This is an optimization exercise on Yosys and OpenROAD, whose aim is small area, not a production implementation.
In this exercise RTL edits were held to simulation tests only and were not proved equivalent to the original.
Power is estimated from default activity; no workload was simulated.

**flow/design.v**
```verilog
module freq(input clkin,output reg clkout,output reg tick,input rst);
	parameter cycle = 500;
	parameter size = 30;
	reg[size-1:0] cyc;
	always @(posedge clkin) begin
		if(~rst) begin
			clkout <= 1'b1;
			tick <= 1'b0;
			cyc <= cycle;
		end
		else begin
			if(cyc == 1) begin
				clkout <= ~clkout;
				tick <= ~clkout;
				cyc <= cycle;
			end
			else begin
				cyc <= cyc - 1;
				tick <= 1'b0;
			end
		end
	end
endmodule
module cyc_counter5_rl(clk,en,rst_n,out,rst);
	parameter cycle2one = 10;
	parameter size_cyc = 30;
	parameter count = 5;
	parameter size_cnt = 3;
	input clk;
	input en;      
	input rst_n;   
	input rst;
	output reg[size_cnt-1:0] out;
	reg [size_cyc-1:0] cyc;
	always @(posedge clk) begin
		if(~rst_n) begin
			out <= 0;
			cyc <= cycle2one;
		end
		else if(en) begin
			if(~rst) begin
				out <= 0;
				cyc <= cycle2one;
			end
			else begin
				if(cyc == 1) begin
					if(out == count - 1) out <= 0;
					else out <= out + 1;
					cyc <= cycle2one;
				end
				else begin
					cyc <= cyc - 1;
				end
			end
		end
	end
endmodule
module player(act,state,led_ctrl,clk,rst);
	input wire[1:0] act;
	output reg[1:0] state;
	output reg[2:0] led_ctrl;
	input clk,rst;
	parameter atk_pre_cyc = 10; 
	parameter atk_rec_cyc = 2; 
	parameter def_hld_cyc = 20;
	parameter def_rec_cyc = 1; 
	parameter freq_base_time = 1000000;
	wire clk_act;
	wire tick;
	freq #(.cycle(freq_base_time)) fq_act(.clkin(clk),.clkout(clk_act),.tick(tick),.rst(rst));
	wire [2:0] led_apt,led_art,led_drt,led_dht;
	reg [3:0] led_sel;
	reg rst_apt,rst_art,rst_drt,rst_dht;
	reg ct5;
	reg ct5_rec;
	cyc_counter5_rl #(.cycle2one(atk_pre_cyc)) ct_apt(.clk(clk),.en(tick),.rst_n(rst),.out(led_apt),.rst(rst_apt));
	cyc_counter5_rl #(.cycle2one(atk_rec_cyc)) ct_art(.clk(clk),.en(tick),.rst_n(rst),.out(led_art),.rst(rst_art));
	cyc_counter5_rl #(.cycle2one(def_rec_cyc)) ct_drt(.clk(clk),.en(tick),.rst_n(rst),.out(led_drt),.rst(rst_drt));
	cyc_counter5_rl #(.cycle2one(def_hld_cyc)) ct_dht(.clk(clk),.en(tick),.rst_n(rst),.out(led_dht),.rst(rst_dht));
	reg acting;
	parameter atk = 2'b10;
	parameter def = 2'b01;
	parameter nothing = 2'b00;
	parameter punching = 2'b11;
	always @(posedge clk) begin
		if(~rst) begin
			rst_apt <= 1'b0;
			rst_art <= 1'b0;
			rst_dht <= 1'b0;
			rst_drt <= 1'b0;
			led_ctrl <= 3'b000;
			state <= nothing;
			acting <= 1'b0;
			ct5 <= 1'b0;
			ct5_rec <= 1'b1;
			led_sel <= 4'b0000;
		end
		else if(tick) begin
			if(acting) begin
				if(ct5 && ct5_rec)begin 
					case(led_sel)
						4'b0001 : begin 
							rst_drt <= 1'b0;
							acting <= 1'b0;
								 end
						4'b0010 : begin 
							rst_dht <= 1'b0;
							rst_drt <= 1'b1;
							state <= nothing;
								 end
						4'b0100 : begin 
							rst_art <= 1'b0;
							acting <= 1'b0;
							state <= nothing;
								 end
						4'b1000 : begin 
							rst_apt <= 1'b0;
							rst_art <= 1'b1;
							state <= punching;
								 end
						default :  begin
							rst_apt <= 1'b0;
							rst_art <= 1'b0;
							rst_dht <= 1'b0;
							rst_drt <= 1'b0;
							acting <= 1'b0;
									  end
					endcase
					ct5_rec <= 1'b0;
				end
				else begin  
					if(state == def && act == nothing) begin
						state <= nothing;
						rst_dht <= 1'b0;
						rst_drt <= 1'b1;
					end
					else	acting <= acting;
					ct5_rec <= (led_apt[2] | led_art[2] |led_drt[2] | led_dht[2]) & ~ct5;
					ct5 <= led_apt[2] | led_art[2] |led_drt[2] | led_dht[2];
				end
			end
			else begin
				case(act)
				2'b00 : begin  
					state <= nothing;
					acting <= 1'b0;
					end
				2'b01,2'b11 : begin  
					state <= def; 
					rst_dht <= 1'b1;
					acting <= 1'b1;
					end
				2'b10 : 	begin  
					state <= atk;
					rst_apt <= 1'b1;
					acting <= 1'b1;
					end
				default : begin
					state <= nothing;
					acting <= 1'b0;
					end
				endcase
			end
			led_sel[0] <= rst_drt;
			led_sel[1] <= rst_dht;
			led_sel[2] <= rst_art;
			led_sel[3] <= rst_apt;
			case(led_sel)
				4'b0001 : led_ctrl <= led_drt;
				4'b0010 : led_ctrl <= led_dht;
				4'b0100 : led_ctrl <= led_art;
				4'b1000 : led_ctrl <= led_apt;
				default : led_ctrl <= 3'b0;
			endcase
		end
	end
endmodule
module ps2_keyboard_driver(clk,rst_n,ps2k_clk,ps2k_data,ps2_byte,ps2_state);
input clk;		 
input rst_n;	 
input ps2k_clk;	 
input ps2k_data;	 
output wire [7:0] ps2_byte;	 
output ps2_state;		 
reg ps2k_clk_r0,ps2k_clk_r1,ps2k_clk_r2;	 
wire neg_ps2k_clk;	 
always @ (posedge clk) begin
	if(!rst_n) begin
			ps2k_clk_r0 <= 1'b0;
			ps2k_clk_r1 <= 1'b0;
			ps2k_clk_r2 <= 1'b0;
		end
	else begin
			ps2k_clk_r0 <= ps2k_clk;
			ps2k_clk_r1 <= ps2k_clk_r0;
			ps2k_clk_r2 <= ps2k_clk_r1;
		end
end
assign neg_ps2k_clk = ~ps2k_clk_r1 & ps2k_clk_r2;	 
reg[7:0] ps2_byte_r;
reg[3:0] num;				 
reg[7:0] temp_data;			 
always @ (posedge clk) begin
	if(!rst_n) begin
			num <= 4'd0;
			temp_data <= 8'd0;
		end
	else if(neg_ps2k_clk) begin
			case (num)
				4'd0:	num <= num+1'b1;
				4'd1:	begin
							num <= num+1'b1;
							temp_data[0] <= ps2k_data;	 
						end
				4'd2:	begin
							num <= num+1'b1;
							temp_data[1] <= ps2k_data;	 
						end
				4'd3:	begin
							num <= num+1'b1;
							temp_data[2] <= ps2k_data;	 
						end
				4'd4:	begin
							num <= num+1'b1;
							temp_data[3] <= ps2k_data;	 
						end
				4'd5:	begin
							num <= num+1'b1;
							temp_data[4] <= ps2k_data;	 
						end
				4'd6:	begin
							num <= num+1'b1;
							temp_data[5] <= ps2k_data;	 
						end
				4'd7:	begin
							num <= num+1'b1;
							temp_data[6] <= ps2k_data;	 
						end
				4'd8:	begin
							num <= num+1'b1;
							temp_data[7] <= ps2k_data;	 
						end
				4'd9:	begin
							num <= num+1'b1;	 
						end
				4'd10: begin
							num <= 4'd0;
						end
				default: ;
				endcase
		end
end
reg key_f0;		 
reg ps2_state_r;	 
reg[7:0] ps2_asci;	 
always @ (posedge clk) begin
	if(!rst_n) begin
			key_f0 <= 1'b0;
			ps2_asci <= 1'b0;
			ps2_state_r <= 1'b0;
		end
	else if(num==4'd10) begin	 
			case (temp_data)
				8'h1c,8'h1b,8'h3b,8'h42,8'hf0: begin
					ps2_asci <= temp_data;	 
					ps2_state_r <= 1'b1;
				end
			default:
				ps2_state_r <= 1'b0;
			endcase
		end
	else begin
		ps2_state_r <= 1'b0;
	end
end
assign ps2_byte[7] = ps2_asci[7] & ps2_state;
assign ps2_byte[6] = ps2_asci[6] & ps2_state;
assign ps2_byte[5] = ps2_asci[5] & ps2_state;
assign ps2_byte[4] = ps2_asci[4] & ps2_state;
assign ps2_byte[3] = ps2_asci[3] & ps2_state;
assign ps2_byte[2] = ps2_asci[2] & ps2_state;
assign ps2_byte[1] = ps2_asci[1] & ps2_state;
assign ps2_byte[0] = ps2_asci[0] & ps2_state;
assign ps2_state = ps2_state_r;
endmodule
module get_act(in,out1,out2,clk,rst);
	input [7:0] in;
	output reg[1:0] out1;
	output reg[1:0] out2;
	input rst;
	input clk;
	reg [7:0] bufin1;
	reg [7:0] bufin2;
	reg access;
	parameter opt_freq = 50_000; 
	reg [20:0] num;
	reg [3:0] tmp;
	reg brk;
	always @(posedge clk) begin
		if(~rst) begin
			bufin1 <= 8'd0;
			bufin2 <= 8'd0;
			access <= 1'b0;
		end
		else begin
			bufin1 <= in;
			bufin2 <= bufin1;
			if(bufin1 == bufin2) access <= 1'b0;
			else access <= 1'b1;
		end
	end
	always @(posedge clk) begin
		if(~rst)  begin
			brk <= 0;
			tmp <= 0;
		end
		else begin
			if(access) begin
				if(brk) begin
					case (in)
					8'h1c: begin
							tmp[3] <= 1'b0;	 
							brk <= 1'b0;
						end
					8'h1b: begin
							tmp[2] <= 1'b0;	 
							brk <= 1'b0;
						end
					8'h3b: begin
							tmp[1] <= 1'b0;	 
							brk <= 1'b0;
						end
					8'h42: begin
							tmp[0] <= 1'b0;	 
							brk <= 1'b0;
						end
					8'h00: begin
							tmp <= tmp;
						end
					default: begin
							tmp <= tmp;
							brk <= 1'b1;
						end
					endcase
				end
				else begin
					case (in)
						8'h1c: tmp[3] <= 1'b1; 
						8'h1b: tmp[2] <= 1'b1; 
						8'h3b: tmp[1] <= 1'b1; 
						8'h42: tmp[0] <= 1'b1; 
						8'hf0: brk <= 1'b1;
						default:	tmp <= tmp;
					endcase
				end
			end
			else tmp <= tmp;
		end
	end
	always @(posedge clk) begin
		if(~rst)  begin
				num <= opt_freq;
				out1 <= 0;
				out2 <= 0;
			end
		else if(num == 0) begin
				out1[1] <= tmp[3];
				out1[0] <= tmp[2];
				out2[1] <= tmp[1];
				out2[0] <= tmp[0];
				num <= opt_freq;
			end
		else begin
				num <= num - 1;
		end
	end
endmodule
module fight_sys(state1,state2,clk,rst,point1_1,point1_0,point2_1,point2_0,win );
	input [1:0] state1,state2;
	input clk,rst;
	output reg[3:0] point1_1,point1_0,point2_1,point2_0;
	output reg win;
	parameter inipoint1 = 10;
	parameter inipoint2 = 10;
	reg [4:0] point1,point2;
	reg st1_buf1,st1_buf2;
	reg ph_access1;
	always @(posedge clk) begin
		if(~rst) begin
			st1_buf1 <= 1'b0;
			st1_buf2 <= 1'b0;
			ph_access1 <= 1'b0;
		end
		else begin
			st1_buf1 <= state1;
			st1_buf2 <= st1_buf1;
			if(st1_buf1 == st1_buf2) ph_access1 <= 1'b0;
			else begin
				if(state1 == 2'b11) ph_access1 <= 1'b1;
			end
		end
	end
	reg st2_buf1,st2_buf2;
	reg ph_access2;
	always @(posedge clk) begin
		if(~rst) begin
			st2_buf1 <= 1'b0;
			st2_buf2 <= 1'b0;
			ph_access2 <= 1'b0;
		end
		else begin
			st2_buf1 <= state2;
			st2_buf2 <= st2_buf1;
			if(st2_buf1 == st2_buf2) ph_access2 <= 1'b0;
			else begin
				if(state2 == 2'b11) ph_access2 <= 1'b1;
			end
		end
	end
	always @(posedge clk) begin
		if(~rst) begin
			point1 <= inipoint1;
			point2 <= inipoint2;
			win <= 0;
		end
		else if(win)win <= win;
		else if(ph_access1)begin
			case (state2)
				2'b00: begin
					if(point2 > 5'd2) begin
						point2 <= point2 - 5'd2;
						point1 <= point1 + 5'd2;
					end
					else begin
						win <= 1'b1;
						point2 <= 0;
						point1 <= 5'd20;
					end
				end
				2'b01: begin
					if(point2 > 5'd1) begin
						point2 <= point2 - 5'd1;
						point1 <= point1 + 5'd1;
					end
					else begin
						win <= 1'b1;
						point2 <= 0;
						point1 <= 5'd20;
					end
				end
				2'b10,2'b11: begin
					if(point2 > 5'd3) begin
						point2 <= point2 - 5'd3;
						point1 <= point1 + 5'd3;
					end
					else begin
						win <= 1'b1;
						point2 <= 0;
						point1 <= 5'd20;
					end
				end
				default: begin
					point1 <= point1;
					point2 <= point2;
				end
			endcase
		end
		else if(ph_access2) begin
			case (state1)
				2'b00: begin
					if(point1 > 5'd2) begin
						point1 <= point1 - 5'd2;
						point2 <= point2 + 5'd2;
					end
					else begin
						win <= 1'b1;
						point1 <= 0;
						point2 <= 5'd20;
					end
				end
				2'b10,2'b11: begin
					if(point1 > 5'd3) begin
						point1 <= point1 - 5'd3;
						point2 <= point2 + 5'd3;
					end
					else begin
						win <= 1'b1;
						point1 <= 0;
						point2 <= 5'd20;
					end
				end
				2'b01: begin
					if(point1 > 5'd1) begin
						point1 <= point1 - 5'd1;
						point2 <= point2 + 5'd1;
					end
					else begin
						win <= 1'b1;
						point1 <= 0;
						point2 <= 5'd20;
					end
				end
				default: begin
					point1 <= point1;
					point2 <= point2;
				end
			endcase
		end
		else point1 <= point1;
	end
	always @(*) begin
		if(point1 == 5'd20) begin
			point1_1 = 4'b0010;
			point1_0 = 0;
		end
		else if (point1 > 5'd10)begin
			point1_1 = 4'd1;
			point1_0 = point1[3:0] + 4'd6;
		end
		else if(point1 == 5'd10) begin
			point1_1 = 4'd1;
			point1_0 = 0;
		end
		else begin
			point1_1 = 0;
			point1_0 = point1[3:0];
		end
		if(point2 == 5'd20) begin
			point2_1 = 4'd2;
			point2_0 = 0;
		end
		else if (point2 > 5'd10)begin
			point2_1 = 4'd1;
			point2_0 = point2[3:0] + 4'd6;
		end
		else if(point2 == 5'd10) begin
			point2_1 = 4'd1;
			point2_0 = 0;
		end
		else begin
			point2_1 = 0;
			point2_0 = point2[3:0];
		end
	end
endmodule
module led_display(state,in,out,clk,rst);
	input wire[2:0] in;
	input wire[1:0] state;
	output reg[4:0] out;
	input rst;
	input clk;
	always @(posedge clk) begin
		if(~rst) out <= 5'b11111;
		else begin
			case(state)
				2'b10 : begin  
					case (in)
						3'd0: out <= 5'b00001;
						3'd1: out <= 5'b00011;
						3'd2: out <= 5'b00111;
						3'd3: out <= 5'b01111;
						3'd4: out <= 5'b11111;
						default: ;
					endcase
					end
				2'b11 : begin  
					case (in)
						3'd0: out <= 5'b10000;
						3'd1: out <= 5'b01000;
						3'd2: out <= 5'b00100;
						3'd3: out <= 5'b00010;
						3'd4: out <= 5'b00001;
						default: ;
					endcase
					end
				2'b01 : begin  
					case (in)
						3'd0: out <= 5'b11111;
						3'd1: out <= 5'b10111;
						3'd2: out <= 5'b10011;
						3'd3: out <= 5'b10001;
						3'd4: out <= 5'b00000;
						default: ;
					endcase
					end
				2'b00 : begin  
						out <= 5'b00000;
					end
				default :;
			endcase
		end
	end
endmodule
module boxing_top(
	input  wire       clk,
	input  wire       rst_n,
	input  wire       ps2k_clk,
	input  wire       ps2k_data,
	output wire [1:0] state1,
	output wire [1:0] state2,
	output wire [4:0] led1,
	output wire [4:0] led2,
	output wire [3:0] p1_tens,
	output wire [3:0] p1_ones,
	output wire [3:0] p2_tens,
	output wire [3:0] p2_ones,
	output wire       win
);
	wire [7:0] ps2_byte;
	wire       ps2_state;
	wire [1:0] act1, act2;
	wire [2:0] led_ctrl1, led_ctrl2;
	ps2_keyboard_driver u_kbd(
		.clk(clk), .rst_n(rst_n), .ps2k_clk(ps2k_clk), .ps2k_data(ps2k_data),
		.ps2_byte(ps2_byte), .ps2_state(ps2_state));
	get_act #(.opt_freq(12)) u_act(
		.in(ps2_byte), .out1(act1), .out2(act2), .clk(clk), .rst(rst_n));
	player #(.atk_pre_cyc(10), .atk_rec_cyc(2), .def_hld_cyc(20), .def_rec_cyc(1),
	         .freq_base_time(4)) u_p1(
		.act(act1), .state(state1), .led_ctrl(led_ctrl1), .clk(clk), .rst(rst_n));
	player #(.atk_pre_cyc(10), .atk_rec_cyc(2), .def_hld_cyc(20), .def_rec_cyc(1),
	         .freq_base_time(4)) u_p2(
		.act(act2), .state(state2), .led_ctrl(led_ctrl2), .clk(clk), .rst(rst_n));
	fight_sys u_fight(
		.state1(state1), .state2(state2), .clk(clk), .rst(rst_n),
		.point1_1(p1_tens), .point1_0(p1_ones), .point2_1(p2_tens), .point2_0(p2_ones),
		.win(win));
	led_display u_led1(.state(state1), .in(led_ctrl1), .out(led1), .clk(clk), .rst(rst_n));
	led_display u_led2(.state(state2), .in(led_ctrl2), .out(led2), .clk(clk), .rst(rst_n));
endmodule
```
**flow/constraint.sdc**
```tcl
create_clock -name core_clock -period 10.0 [get_ports {clk}]
set_input_delay 2.0000 -clock core_clock [delete_from_list [all_inputs] [get_ports {clk}]]
set_output_delay 2.0000 -clock core_clock [all_outputs]
set_load 0.01 [all_outputs]
```
**flow/run.sh**
```bash
#!/bin/bash
# synth_recipe.tcl (not shown) runs the flow's synth.tcl, then flattens the netlist and writes it again
# the make line also repeats each setting of config.mk as NAME=value (left out here)
make -C /OpenROAD-flow-scripts/flow DESIGN_CONFIG=/design/flow/config.mk WORK_HOME=/design/flow/orfs CLKGATE_MAP_FILE= SYNTH_SCRIPT=/design/flow/synth_recipe.tcl finish
```
**flow/config.mk**
```make
export PLATFORM = sky130hd
export DESIGN_NAME = boxing_top
export DESIGN_NICKNAME = boxing_top
export VERILOG_FILES = /design/flow/design.v
export SDC_FILE = /design/flow/constraint.sdc
export NUM_CORES = 4
export LEC_CHECK = 0
export CAP_MARGIN = 20
export CORE_MARGIN = 2
export CORE_UTILIZATION = 40
export SLEW_MARGIN = 20
```
==> run notes <==
-- cells by family after synthesis --
logic type | share of synthesized area [%]
compound gates | 9.79
xor+xnor | 12.3
fa+ha+maj | 3.24
buf+inv | 3.61
flops | 41.7
mux | 1.44
other cells | 0.0170
simple gates | 28.0
-- flip-flops by register name, summed over array words and instances (netlist names), 8 cells and up --
register	count
u_p1.ct_apt.cyc	30
u_p1.ct_art.cyc	30
u_p1.ct_dht.cyc	30
u_p1.ct_drt.cyc	30
u_p1.fq_act.cyc	30
u_p2.ct_apt.cyc	30
u_p2.ct_art.cyc	30
u_p2.ct_dht.cyc	30
u_p2.ct_drt.cyc	30
u_p2.fq_act.cyc	30
u_act.num	21
u_act.bufin1	8
u_act.bufin2	8
u_kbd.ps2_asci	8
u_kbd.temp_data	8
-- stage by stage --
step	instances	total power [uW]	utilization, %	instance area (sq um)	hold WS (ps)
floorplan	2640	2470	-	22000	412
CTS	3347	4450	45.1	24400	439
finish	3347	4380	45.2	24500	432
detailed placement	3258	2580	42.1	22800	424
global route	3347	4600	45.2	24500	455
global placement	3258	2560	42.1	22800	420
-- where the power goes --
part           total (uW)  switching (uW)  internal (uW)
Combinational         530             308            222
Clock                1840             727           1110
Sequential           2020            89.7           1930
-- layer usage --
| layer | up-vias | track usage, % | part of all wire [%] |
|---|---|---|---|
| li1 | 9095 | - | - |
| met1 | 8288 | 21.2 | 49 |
| met2 | 270 | 25.8 | 45 |
| met3 | 65 | 2.38 | 3.7 |
| met4 | 0 | 4.85 | 1.9 |
| met5 | - | 0 | 0 |
-- layout make-up --
class                           count  area, sq um
Multi-Input combinational cell   1984        12100
Clock inverter                     20          206
Tap cell                          696          871
Sequential cell                   458         9170
Clock buffer                       69         1450
Timing Repair Buffer               41          380
Inverter                           79          298
Fill cell                        5248        29700
-- critical path, stage by stage, from the launching register on --
cell and delay, ps:
dfxtp_1 710, inv_1 310, ha_1 360, nor2b_1 290
a21oi_1 110, nor2_1 120, a21oi_1 50, nor2_1 110
clkdlybuf4s50_1 530
-- cell usage in the layout (no fill, tap or decap), types with 74 or more instances in the layout --
master     n
xnor2_1  198
a21oi_1  106
nand2_1  190
nor3_1   107
nor4_1    86
dfxtp_1  458
o21ai_0   79
nor2_1   504
xor2_1   110
inv_1     74
-- worst paths after layout --
path | start | end | depth (start not counted)
max | u_fight.point1[2] | p1_ones[2] | 8
min | u_kbd.ps2k_clk_r0 | u_kbd.ps2k_clk_r1 | 1
max reg2reg | u_p1.ct_apt.cyc[11] | u_p1.ct_apt.cyc[25] | 6
min reg2reg | u_kbd.ps2k_clk_r0 | u_kbd.ps2k_clk_r1 | 1
==> run notes <==
Routing:
- In the routed design, unresolved DRC markers number 0.
- The final routed wirelength across all metal layers is 44.7 mm.
- In this run, the number of DRC markers left after iteration 0 of detailed routing was 1079.
- The detailed router placed 17700 vias in this run.
- The number of antenna-violating nets in the routed design is 0.
- After detailed routing, the average wire length per cell comes to 13.4 microns.
- The number of vias per cell after detailed routing is 5.29.
- The count of TritonRoute iterations in the first routing pass is 6.

Worst hold path:
- The path class of the tightest hold or removal check is flip-flop to flip-flop.

Clock tree:
- The number of clock buffers added by TritonCTS is 49.
- The clock-pin slew on the worst setup and hold paths is 60 ps.
- The largest buffer count on any clock path is 3.
- The root buffer cell is clkbuf_16.
- Gates resized during post-CTS repair numbered 0.
- The clock reaches the later pin of the worst-skew pair after 580 ps.
- The H-tree generated during clock tree synthesis spans 2 levels.
- Buffers inserted to repair hold after CTS numbered 0.
- TritonCTS built the clock tree.
- In this run the post-CTS setup repair buffer count came out at 0.
- The clock drives 458 sinks.

Yosys:
- The average instance area after synthesis is 8.34 sq um.
- The count of flip-flops with a built-in enable after synthesis is 0.
- The Yosys step of the flow raised 10 warnings.
- The sequential-to-total area share from yosys stat is 41.7%.
- The commonest cells after synthesis are 504 x nor2_1, 458 x dfxtp_1, 198 x xnor2_1, 190 x nand2_1, 110 x xor2_1.
- The gate count of the mapped netlist is 2637.
- The proportion of netlist area held by the largest area contributor is 41.7%.
- Synthesis instantiated 82 different standard cells from the library.
- The synthesized cell area is 22000 sq um.
- Ranked by total cell area, the synthesized netlist is headed by dfxtp_1 42%, nor2_1 8.6%, xnor2_1 7.9%.
- Of all flip-flops after synthesis, the portion carrying an async set or reset was 0%.
- dfxtp_1 takes more of the synthesized area than any other cell.
- The commonest register cell after synthesis is dfxtp_1.
- Synthesis inferred 458 register bits.
- Yosys instantiated no cell more often than nor2_1.

Setup path:
- The slack of the worst reg-to-reg path is 6680 ps.
- The kind of launch point of the worst setup path is a flip-flop.
- The kind of end point of the critical path is a primary output.
- The path type of the worst setup path is flip-flop to primary output.
- The critical path data required time is 8000 ps.
- The worst-path maximum fanout is 18.
- STA puts the critical path data arrival time at 3160 ps.

STA:
- Static timing analysis puts the maximum clock frequency at 194 MHz.
- The clock tree skew after final layout is 24.6 ps.
- Setup violations remaining at the end of the flow were counted as 0.
- Setup repair after global routing left no endpoint under its margin.
- The final number of max-transition violations was 0.
- The final count of hold timing violations is 0.
- Setup slack closes at 4840 ps.
- The final period demand of the worst path is 5160 ps.
- The final-layout setup total negative slack is 0 ps.
- The worst slew margin relative to its limit is 36.2%.
- The slew at the pin closest to its max-slew limit is 955 ps.
- The final period utilization is 51.6%.

Floorplan:
- The area of the core is 54100 sq um.
- The initial core utilization is 40.6%.
- The area enclosed by the die boundary is 56900 sq um.
- The floorplan has 85 rows.
- The die span in y is 239 microns.
- The die is 239 microns wide.
- The I/O pin count is 35.

Pwr:
- For this design the static power due to leakage is 0.00917 uW.
- VDD sags by at most 155 uV.
- For this design the ratio of total power to cell area is 179 nW/um^2.

Global routing:
- Across every metal layer, demand over resource in global routing totals 15.7%.
- Entering global routing, the biggest net connects 55 pins.
- The number of antenna violations at the first check in global routing is 0.
- The first-pass GRT wire length is 77.7 mm.
- The number of global-route vias before repair is 16700.
- Summed over all layers, the global routing overflow is 0.

Flow run:
- Max-cap violations in this run came to 0.

Final layout:
- The number of antenna diodes is 0.
- Cells with a size suffix above 1 make up 5.09% of the layout.
- From synthesis to final layout, the design area changed by 11.1%.
- The net count of the finished layout is 2674.

Placed design:
- The count of input and output buffers is 30.
- After legalization and detailed placement, the total HPWL measured 30.1 mm.
- The final estimated routing congestion in global placement is 0.847.
- Prior to clock tree synthesis, the placed netlist has a worst setup slack of 5020 ps.

Status:
- The run finished with no timing, DRC or antenna violations.

[port drivers added, routing unchanged]
In the flow no input, the clock included, has a driving cell. The finished layout below was timed again as built, in two steps. Step 1 assumes that a clkbuf_16 drives the clock port and a buf_2 every other input. Step 2 adds t to the input delays and takes it off the output delays; t is the mean of the earliest and latest rising clock arrival at the registers after step 1. Input paths then give back, and output paths get back, about the clock's delay inside the block. Three values: ideal ports, drivers, drivers and shift; two values: the first two.
t (ns): 0.629
slack for setup (ns): 4.836 / 4.777 / 5.028
slew at the worst register clock pin (ns): 0.06 / 0.06
cell pins on the clock port's net: 1
After both steps setup and hold are still met in this run. For this run, drivers alone change the setup slack by -0.059 ns; drivers and shift together by +0.192 ns.
